Context: an optimization exercise on an open-source flow, tuned for small area and a short achievable clock period. The choices shown serve that exercise and are no tape-out recipe.
Where RTL was checked, it was by simulation tests only, not by an equivalence proof against the original.
No activity file was given, so power comes from the tool's default toggle rates.

==> inputs of lagoon <==
## if_layer
module if_layer
(
    input clk,
    input rst,
    input [7:0] spike_in,
    output [1:0] spike_out,
    input [27:0] mem_addr,
    input [31:0] mem_din,
    input mem_wen,
    output [31:0] mem_dout
);
wire        acc_ok = (mem_addr[9:3] == 7'd0);       
wire [2:0]  acc_a  = mem_addr[2:0];
wire        sel1   = (mem_addr[27:10] == 18'd1);
wire        sel0   = (mem_addr[27:10] == 18'd0);
reg  [1:0]  clr;
wire [31:0] rd0, rd1;
wire n0_wsel = mem_wen & acc_ok & sel0;
reg [31:0] n0_w0;
reg [31:0] n0_w1;
reg [31:0] n0_w2;
reg [31:0] n0_w3;
reg [31:0] n0_w4;
reg [31:0] n0_w5;
reg [31:0] n0_w6;
reg [31:0] n0_w7;
reg [31:0] n0_rdata;
always @(posedge clk) begin
    if (n0_wsel && acc_a == 3'd0) n0_w0 <= mem_din;
    if (n0_wsel && acc_a == 3'd1) n0_w1 <= mem_din;
    if (n0_wsel && acc_a == 3'd2) n0_w2 <= mem_din;
    if (n0_wsel && acc_a == 3'd3) n0_w3 <= mem_din;
    if (n0_wsel && acc_a == 3'd4) n0_w4 <= mem_din;
    if (n0_wsel && acc_a == 3'd5) n0_w5 <= mem_din;
  ...
Settings: LEC_CHECK=0, CAP_MARGIN=20, CORE_MARGIN=2, CORE_UTILIZATION=40, CTS_CLUSTER_DIAMETER=80, CTS_CLUSTER_SIZE=24, PLACE_DENSITY=0.6, SLEW_MARGIN=20; clock period 12.0 ns.
standard.sh (not shown) runs the stock make flow with config.mk's settings and CLKGATE_MAP_FILE= SYNTH_SCRIPT=/design/flow/synth_recipe.tcl, a recipe that flattens the netlist after the stock synthesis.
==> flow/flow/run.sh <==
#!/bin/bash
# Own flow: the standard synthesis and layout (standard.sh), with one
# netlist clean-up in between: flow/polarity.py flips full adders (self-dual)
# and 2-input gates to their complements where that removes inverters. It
# changes no register and no port. repair_timing aims 5.6 ns above the
# (unchanged) 12 ns constraint. Each tool's output goes to a log here.
set -euo pipefail
R=orfs/results/sky130hd/if_layer/base
bash standard.sh synth > synth_standard.log 2>&1
cp $R/1_2_yosys.v 1_2_yosys.standard.v
python3 flow/polarity.py 1_2_yosys.standard.v $R/1_2_yosys.v > polarity.log 2>&1
rm -f $R/1_synth.odb $R/1_synth.sdc
bash standard.sh SETUP_SLACK_MARGIN=5.6 "BUFFER_PORTS_ARGS=-buffer_cell sky130_fd_sc_hd__buf_2" finish > layout_standard.log 2>&1
Other scripts of this flow, unchanged in this note and not shown: flow/flow/polarity.py
==> zinc: changes against lagoon <==
--- a/flow/design.v
+++ b/flow/design.v
@@ -508,30 +508,25 @@
 wire n0_ts224 = n0_npot[34] ^ 1'b0 ^ n0_tc223;
 wire n0_tc224 = (n0_npot[34] & 1'b0) | (n0_tc223 & (n0_npot[34] ^ 1'b0));
 wire n0_ts225 = n0_npot[35] ^ 1'b0 ^ n0_tc224;
 wire n0_tc225 = (n0_npot[35] & 1'b0) | (n0_tc224 & (n0_npot[35] ^ 1'b0));
 wire [37:0] n0_ra = {1'b1, n0_tc225, n0_ts225, n0_ts224, n0_tc222, n0_tc219, n0_tc212, n0_tc205, n0_tc198, n0_tc191, n0_tc184, n0_tc177, n0_tc170, n0_tc163, n0_tc156, n0_tc149, n0_tc142, n0_tc135, n0_tc128, n0_tc121, n0_tc114, n0_tc107, n0_tc100, n0_tc93, n0_tc86, n0_tc79, n0_tc72, n0_tc65, n0_tc58, n0_tc51, n0_tc44, n0_tc37, n0_tc30, n0_tc23, n0_tc16, n0_ts16, n0_ts9, n0_ts3};
 wire [37:0] n0_rb = {1'b1, 1'b1, 1'b1, 1'b1, n0_ts223, n0_ts222, n0_ts219, n0_ts212, n0_ts205, n0_ts198, n0_ts191, n0_ts184, n0_ts177, n0_ts170, n0_ts163, n0_ts156, n0_ts149, n0_ts142, n0_ts135, n0_ts128, n0_ts121, n0_ts114, n0_ts107, n0_ts100, n0_ts93, n0_ts86, n0_ts79, n0_ts72, n0_ts65, n0_ts58, n0_ts51, n0_ts44, n0_ts37, n0_ts30, n0_ts23, 1'b1, 1'b1, 1'b1};
-wire [37:0] n0_a = ~n0_ra, n0_b = ~n0_rb;
-wire [36:0] n0_lo = n0_a[35:0] + n0_b[35:0];
-wire n0_c36 = n0_lo[36];
-wire [1:0] n0_t0 = n0_a[37:36] + n0_b[37:36];
+wire [37:0] n0_lo = ~n0_ra + ~n0_rb;
 wire [27:0] n0_ph = n0_pot[63:36];
 wire [27:0] n0_ones, n0_zeros;   
 assign n0_ones[0] = 1'b1;
 assign n0_zeros[0] = 1'b1;
 genvar n0_g;
 generate for (n0_g = 1; n0_g < 28; n0_g = n0_g + 1) begin : n0_pre
     assign n0_ones[n0_g] = &n0_ph[n0_g-1:0];
     assign n0_zeros[n0_g] = ~|n0_ph[n0_g-1:0];
 end endgenerate
-wire [27:0] n0_pinc = n0_ph ^ n0_ones;
-wire [27:0] n0_pdec = n0_ph ^ n0_zeros;
-wire n0_inc = n0_c36 ? (n0_t0 == 2'd1) : (n0_t0 == 2'd2);
-wire n0_dec = ~n0_c36 & (n0_t0 == 2'd0);
-wire [27:0] n0_hi = n0_inc ? n0_pinc : n0_dec ? n0_pdec : n0_ph;
+wire n0_inc = n0_lo[37];
+wire n0_dec = ~n0_lo[37] & ~n0_lo[36];
+wire [27:0] n0_hi = n0_ph ^ (({28{n0_inc}} & n0_ones) | ({28{n0_dec}} & n0_zeros));
 always @(posedge clk) begin
     if (rst | clr[0]) n0_npot <= ~64'd0;
     else n0_npot <= ~{n0_hi, n0_lo[35:0]};
 end
 assign spike_out[0] = (|n0_pot[63:4]) | (&n0_pot[3:0]);
 wire n1_wsel = mem_wen & acc_ok & sel1;
@@ -1026,30 +1021,25 @@
 wire n1_ts224 = n1_npot[34] ^ 1'b0 ^ n1_tc223;
 wire n1_tc224 = (n1_npot[34] & 1'b0) | (n1_tc223 & (n1_npot[34] ^ 1'b0));
 wire n1_ts225 = n1_npot[35] ^ 1'b0 ^ n1_tc224;
 wire n1_tc225 = (n1_npot[35] & 1'b0) | (n1_tc224 & (n1_npot[35] ^ 1'b0));
 wire [37:0] n1_ra = {1'b1, n1_tc225, n1_ts225, n1_ts224, n1_tc222, n1_tc219, n1_tc212, n1_tc205, n1_tc198, n1_tc191, n1_tc184, n1_tc177, n1_tc170, n1_tc163, n1_tc156, n1_tc149, n1_tc142, n1_tc135, n1_tc128, n1_tc121, n1_tc114, n1_tc107, n1_tc100, n1_tc93, n1_tc86, n1_tc79, n1_tc72, n1_tc65, n1_tc58, n1_tc51, n1_tc44, n1_tc37, n1_tc30, n1_tc23, n1_tc16, n1_ts16, n1_ts9, n1_ts3};
 wire [37:0] n1_rb = {1'b1, 1'b1, 1'b1, 1'b1, n1_ts223, n1_ts222, n1_ts219, n1_ts212, n1_ts205, n1_ts198, n1_ts191, n1_ts184, n1_ts177, n1_ts170, n1_ts163, n1_ts156, n1_ts149, n1_ts142, n1_ts135, n1_ts128, n1_ts121, n1_ts114, n1_ts107, n1_ts100, n1_ts93, n1_ts86, n1_ts79, n1_ts72, n1_ts65, n1_ts58, n1_ts51, n1_ts44, n1_ts37, n1_ts30, n1_ts23, 1'b1, 1'b1, 1'b1};
-wire [37:0] n1_a = ~n1_ra, n1_b = ~n1_rb;
-wire [36:0] n1_lo = n1_a[35:0] + n1_b[35:0];
-wire n1_c36 = n1_lo[36];
-wire [1:0] n1_t0 = n1_a[37:36] + n1_b[37:36];
+wire [37:0] n1_lo = ~n1_ra + ~n1_rb;
 wire [27:0] n1_ph = n1_pot[63:36];
 wire [27:0] n1_ones, n1_zeros;   
 assign n1_ones[0] = 1'b1;
 assign n1_zeros[0] = 1'b1;
 genvar n1_g;
 generate for (n1_g = 1; n1_g < 28; n1_g = n1_g + 1) begin : n1_pre
     assign n1_ones[n1_g] = &n1_ph[n1_g-1:0];
     assign n1_zeros[n1_g] = ~|n1_ph[n1_g-1:0];
 end endgenerate
-wire [27:0] n1_pinc = n1_ph ^ n1_ones;
-wire [27:0] n1_pdec = n1_ph ^ n1_zeros;
-wire n1_inc = n1_c36 ? (n1_t0 == 2'd1) : (n1_t0 == 2'd2);
-wire n1_dec = ~n1_c36 & (n1_t0 == 2'd0);
-wire [27:0] n1_hi = n1_inc ? n1_pinc : n1_dec ? n1_pdec : n1_ph;
+wire n1_inc = n1_lo[37];
+wire n1_dec = ~n1_lo[37] & ~n1_lo[36];
+wire [27:0] n1_hi = n1_ph ^ (({28{n1_inc}} & n1_ones) | ({28{n1_dec}} & n1_zeros));
 always @(posedge clk) begin
     if (rst | clr[1]) n1_npot <= ~64'd0;
     else n1_npot <= ~{n1_hi, n1_lo[35:0]};
 end
 assign spike_out[1] = (|n1_pot[63:4]) | (&n1_pot[3:0]);
 always @(posedge clk) begin
==> flow/flow/run.sh (replaced) <==
#!/bin/bash
# Own flow: the standard synthesis and layout (standard.sh), with one
# netlist clean-up in between: flow/polarity.py flips full adders (self-dual)
# and 2-input gates to their complements where that removes inverters. It
# changes no register and no port. Each tool's output goes to a log here.
set -euo pipefail
R=orfs/results/sky130hd/if_layer/base
bash standard.sh synth > synth_standard.log 2>&1
cp $R/1_2_yosys.v 1_2_yosys.standard.v
python3 flow/polarity.py 1_2_yosys.standard.v $R/1_2_yosys.v > polarity.log 2>&1
rm -f $R/1_synth.odb $R/1_synth.sdc
bash standard.sh "BUFFER_PORTS_ARGS=-buffer_cell sky130_fd_sc_hd__buf_2" finish > layout_standard.log 2>&1
- ABC_AREA: not set -> 1
- CORE_UTILIZATION: 40 -> 55
- PLACE_DENSITY: 0.6 -> 0.72
- SETUP_SLACK_MARGIN: not set -> 5
==> raven: changes against lagoon <==
--- a/flow/design.v
+++ b/flow/design.v
@@ -508,30 +508,25 @@
 wire n0_ts224 = n0_npot[34] ^ 1'b0 ^ n0_tc223;
 wire n0_tc224 = (n0_npot[34] & 1'b0) | (n0_tc223 & (n0_npot[34] ^ 1'b0));
 wire n0_ts225 = n0_npot[35] ^ 1'b0 ^ n0_tc224;
 wire n0_tc225 = (n0_npot[35] & 1'b0) | (n0_tc224 & (n0_npot[35] ^ 1'b0));
 wire [37:0] n0_ra = {1'b1, n0_tc225, n0_ts225, n0_ts224, n0_tc222, n0_tc219, n0_tc212, n0_tc205, n0_tc198, n0_tc191, n0_tc184, n0_tc177, n0_tc170, n0_tc163, n0_tc156, n0_tc149, n0_tc142, n0_tc135, n0_tc128, n0_tc121, n0_tc114, n0_tc107, n0_tc100, n0_tc93, n0_tc86, n0_tc79, n0_tc72, n0_tc65, n0_tc58, n0_tc51, n0_tc44, n0_tc37, n0_tc30, n0_tc23, n0_tc16, n0_ts16, n0_ts9, n0_ts3};
 wire [37:0] n0_rb = {1'b1, 1'b1, 1'b1, 1'b1, n0_ts223, n0_ts222, n0_ts219, n0_ts212, n0_ts205, n0_ts198, n0_ts191, n0_ts184, n0_ts177, n0_ts170, n0_ts163, n0_ts156, n0_ts149, n0_ts142, n0_ts135, n0_ts128, n0_ts121, n0_ts114, n0_ts107, n0_ts100, n0_ts93, n0_ts86, n0_ts79, n0_ts72, n0_ts65, n0_ts58, n0_ts51, n0_ts44, n0_ts37, n0_ts30, n0_ts23, 1'b1, 1'b1, 1'b1};
-wire [37:0] n0_a = ~n0_ra, n0_b = ~n0_rb;
-wire [36:0] n0_lo = n0_a[35:0] + n0_b[35:0];
-wire n0_c36 = n0_lo[36];
-wire [1:0] n0_t0 = n0_a[37:36] + n0_b[37:36];
+wire [37:0] n0_lo = ~n0_ra + ~n0_rb;
 wire [27:0] n0_ph = n0_pot[63:36];
 wire [27:0] n0_ones, n0_zeros;   
 assign n0_ones[0] = 1'b1;
 assign n0_zeros[0] = 1'b1;
 genvar n0_g;
 generate for (n0_g = 1; n0_g < 28; n0_g = n0_g + 1) begin : n0_pre
     assign n0_ones[n0_g] = &n0_ph[n0_g-1:0];
     assign n0_zeros[n0_g] = ~|n0_ph[n0_g-1:0];
 end endgenerate
-wire [27:0] n0_pinc = n0_ph ^ n0_ones;
-wire [27:0] n0_pdec = n0_ph ^ n0_zeros;
-wire n0_inc = n0_c36 ? (n0_t0 == 2'd1) : (n0_t0 == 2'd2);
-wire n0_dec = ~n0_c36 & (n0_t0 == 2'd0);
-wire [27:0] n0_hi = n0_inc ? n0_pinc : n0_dec ? n0_pdec : n0_ph;
+wire n0_inc = n0_lo[37];
+wire n0_dec = ~n0_lo[37] & ~n0_lo[36];
+wire [27:0] n0_hi = n0_ph ^ (({28{n0_inc}} & n0_ones) | ({28{n0_dec}} & n0_zeros));
 always @(posedge clk) begin
     if (rst | clr[0]) n0_npot <= ~64'd0;
     else n0_npot <= ~{n0_hi, n0_lo[35:0]};
 end
 assign spike_out[0] = (|n0_pot[63:4]) | (&n0_pot[3:0]);
 wire n1_wsel = mem_wen & acc_ok & sel1;
@@ -1026,30 +1021,25 @@
 wire n1_ts224 = n1_npot[34] ^ 1'b0 ^ n1_tc223;
 wire n1_tc224 = (n1_npot[34] & 1'b0) | (n1_tc223 & (n1_npot[34] ^ 1'b0));
 wire n1_ts225 = n1_npot[35] ^ 1'b0 ^ n1_tc224;
 wire n1_tc225 = (n1_npot[35] & 1'b0) | (n1_tc224 & (n1_npot[35] ^ 1'b0));
 wire [37:0] n1_ra = {1'b1, n1_tc225, n1_ts225, n1_ts224, n1_tc222, n1_tc219, n1_tc212, n1_tc205, n1_tc198, n1_tc191, n1_tc184, n1_tc177, n1_tc170, n1_tc163, n1_tc156, n1_tc149, n1_tc142, n1_tc135, n1_tc128, n1_tc121, n1_tc114, n1_tc107, n1_tc100, n1_tc93, n1_tc86, n1_tc79, n1_tc72, n1_tc65, n1_tc58, n1_tc51, n1_tc44, n1_tc37, n1_tc30, n1_tc23, n1_tc16, n1_ts16, n1_ts9, n1_ts3};
 wire [37:0] n1_rb = {1'b1, 1'b1, 1'b1, 1'b1, n1_ts223, n1_ts222, n1_ts219, n1_ts212, n1_ts205, n1_ts198, n1_ts191, n1_ts184, n1_ts177, n1_ts170, n1_ts163, n1_ts156, n1_ts149, n1_ts142, n1_ts135, n1_ts128, n1_ts121, n1_ts114, n1_ts107, n1_ts100, n1_ts93, n1_ts86, n1_ts79, n1_ts72, n1_ts65, n1_ts58, n1_ts51, n1_ts44, n1_ts37, n1_ts30, n1_ts23, 1'b1, 1'b1, 1'b1};
-wire [37:0] n1_a = ~n1_ra, n1_b = ~n1_rb;
-wire [36:0] n1_lo = n1_a[35:0] + n1_b[35:0];
-wire n1_c36 = n1_lo[36];
-wire [1:0] n1_t0 = n1_a[37:36] + n1_b[37:36];
+wire [37:0] n1_lo = ~n1_ra + ~n1_rb;
 wire [27:0] n1_ph = n1_pot[63:36];
 wire [27:0] n1_ones, n1_zeros;   
 assign n1_ones[0] = 1'b1;
 assign n1_zeros[0] = 1'b1;
 genvar n1_g;
 generate for (n1_g = 1; n1_g < 28; n1_g = n1_g + 1) begin : n1_pre
     assign n1_ones[n1_g] = &n1_ph[n1_g-1:0];
     assign n1_zeros[n1_g] = ~|n1_ph[n1_g-1:0];
 end endgenerate
-wire [27:0] n1_pinc = n1_ph ^ n1_ones;
-wire [27:0] n1_pdec = n1_ph ^ n1_zeros;
-wire n1_inc = n1_c36 ? (n1_t0 == 2'd1) : (n1_t0 == 2'd2);
-wire n1_dec = ~n1_c36 & (n1_t0 == 2'd0);
-wire [27:0] n1_hi = n1_inc ? n1_pinc : n1_dec ? n1_pdec : n1_ph;
+wire n1_inc = n1_lo[37];
+wire n1_dec = ~n1_lo[37] & ~n1_lo[36];
+wire [27:0] n1_hi = n1_ph ^ (({28{n1_inc}} & n1_ones) | ({28{n1_dec}} & n1_zeros));
 always @(posedge clk) begin
     if (rst | clr[1]) n1_npot <= ~64'd0;
     else n1_npot <= ~{n1_hi, n1_lo[35:0]};
 end
 assign spike_out[1] = (|n1_pot[63:4]) | (&n1_pot[3:0]);
 always @(posedge clk) begin
==> flow/flow/run.sh (replaced) <==
#!/bin/bash
# Own flow: the standard synthesis and layout (standard.sh), with one
# netlist clean-up in between: flow/polarity.py flips full adders (self-dual)
# and 2-input gates to their complements where that removes inverters. It
# changes no register and no port. Each tool's output goes to a log here.
set -euo pipefail
R=orfs/results/sky130hd/if_layer/base
bash standard.sh synth > synth_standard.log 2>&1
cp $R/1_2_yosys.v 1_2_yosys.standard.v
python3 flow/polarity.py 1_2_yosys.standard.v $R/1_2_yosys.v > polarity.log 2>&1
rm -f $R/1_synth.odb $R/1_synth.sdc
bash standard.sh "BUFFER_PORTS_ARGS=-buffer_cell sky130_fd_sc_hd__buf_2" finish > layout_standard.log 2>&1
- SETUP_SLACK_MARGIN: not set -> 4.6
==> results.yml <==
layout:
  layout.nets: 4803
  multi_input_area_mm2: 0.0209
  reg.largest.list: "n0_npot: 64 flops, n1_npot: 64 flops"
  clkCellAreaFrac: 0.0312
place:
  dpl_worst_slack_ns: 3.35
cts:
  path_clk_slew_ns: 0.09
worst_setup_path:
  cp-startpoint: "spike_in[2]"
outcome:
  status: "timing/DRC/antenna clean"
pwr:
  power_leakage_uw: 0.0192
route:
  num_vias: 32100
floorplanning:
  initial_core_util: 0.553
the above is filed under zinc

==> results.yml <==
layout:
  multi_input_area_mm2: 0.0222
  reg.largest.list: "n0_npot: 64 flops, n1_npot: 64 flops"
  layout.nets: 4231
sta:
  fin_crit_ns: 7.28
  fmaxAchievable_mhz: 137
pwr:
  power_leakage_uw: 0.0170
  vdd_drop_max_mv: 0.138
route:
  num_vias: 29500
cts:
  path_clk_slew_ns: 0.09
  post_cts_buffers: 12
place:
  dpl_worst_slack_ns: 2.65
outcome:
  status: "timing/DRC/antenna clean"
the above is filed under raven

==> results.yml <==
layout:
  multi_input_area_mm2: 0.0245
  reg.largest.list: "n0_npot: 37 flops, n1_npot: 37 flops"
  clkCellAreaFrac: 0.0263
  layout.nets: 4516
cts:
  cts_root_buffer: "clkbuf_16"
  path_clk_slew_ns: 0.10
  cts_hold_buf: 0
outcome:
  status: "timing/DRC/antenna clean"
worst_setup_path:
  cp-startpoint: "spike_in[0]"
  endpoint_kind: "register"
  cp.required_ns: 12.54
floorplanning:
  initial_core_util: 0.403
  die_height_um: 332
route:
  num_vias: 31500
pwr:
  power_leakage_uw: 0.0191
the above is filed under lagoon

The RTL of lagoon was laid out without a check of its function.

what the ideal ports hide:
Ports are ideal in the flow. The routed layouts listed here were re-timed in OpenROAD. Step 1 sets driving cells, clkbuf_16 on the clock port and buf_2 on the other inputs (assumed; they add their load-dependent delay and slew). Step 2, shift: input delay + t, output delay - t, t = (earliest + latest rising clock arrival at the registers) / 2. This alone moves slack from input paths to output paths. a / b / c = ideal ports / drivers / drivers and shift; a / b = the first two.
run	t, ns	setup WS [ns]	worst setup path after step 2	slew at the worst register clock pin (ns)
lagoon	0.692	4.980 / 4.634 / 3.943	input to register	0.10 / 0.10
zinc	0.680	5.086 / 5.108 / 4.428	input to register	0.10 / 0.10
raven	0.712	4.722 / 4.603 / 3.891	input to register	0.10 / 0.10
After both steps every run listed still meets setup and hold. The setup slack of lagoon, which loses most, moves by -0.346 ns with the drivers and by -1.037 ns with both steps.
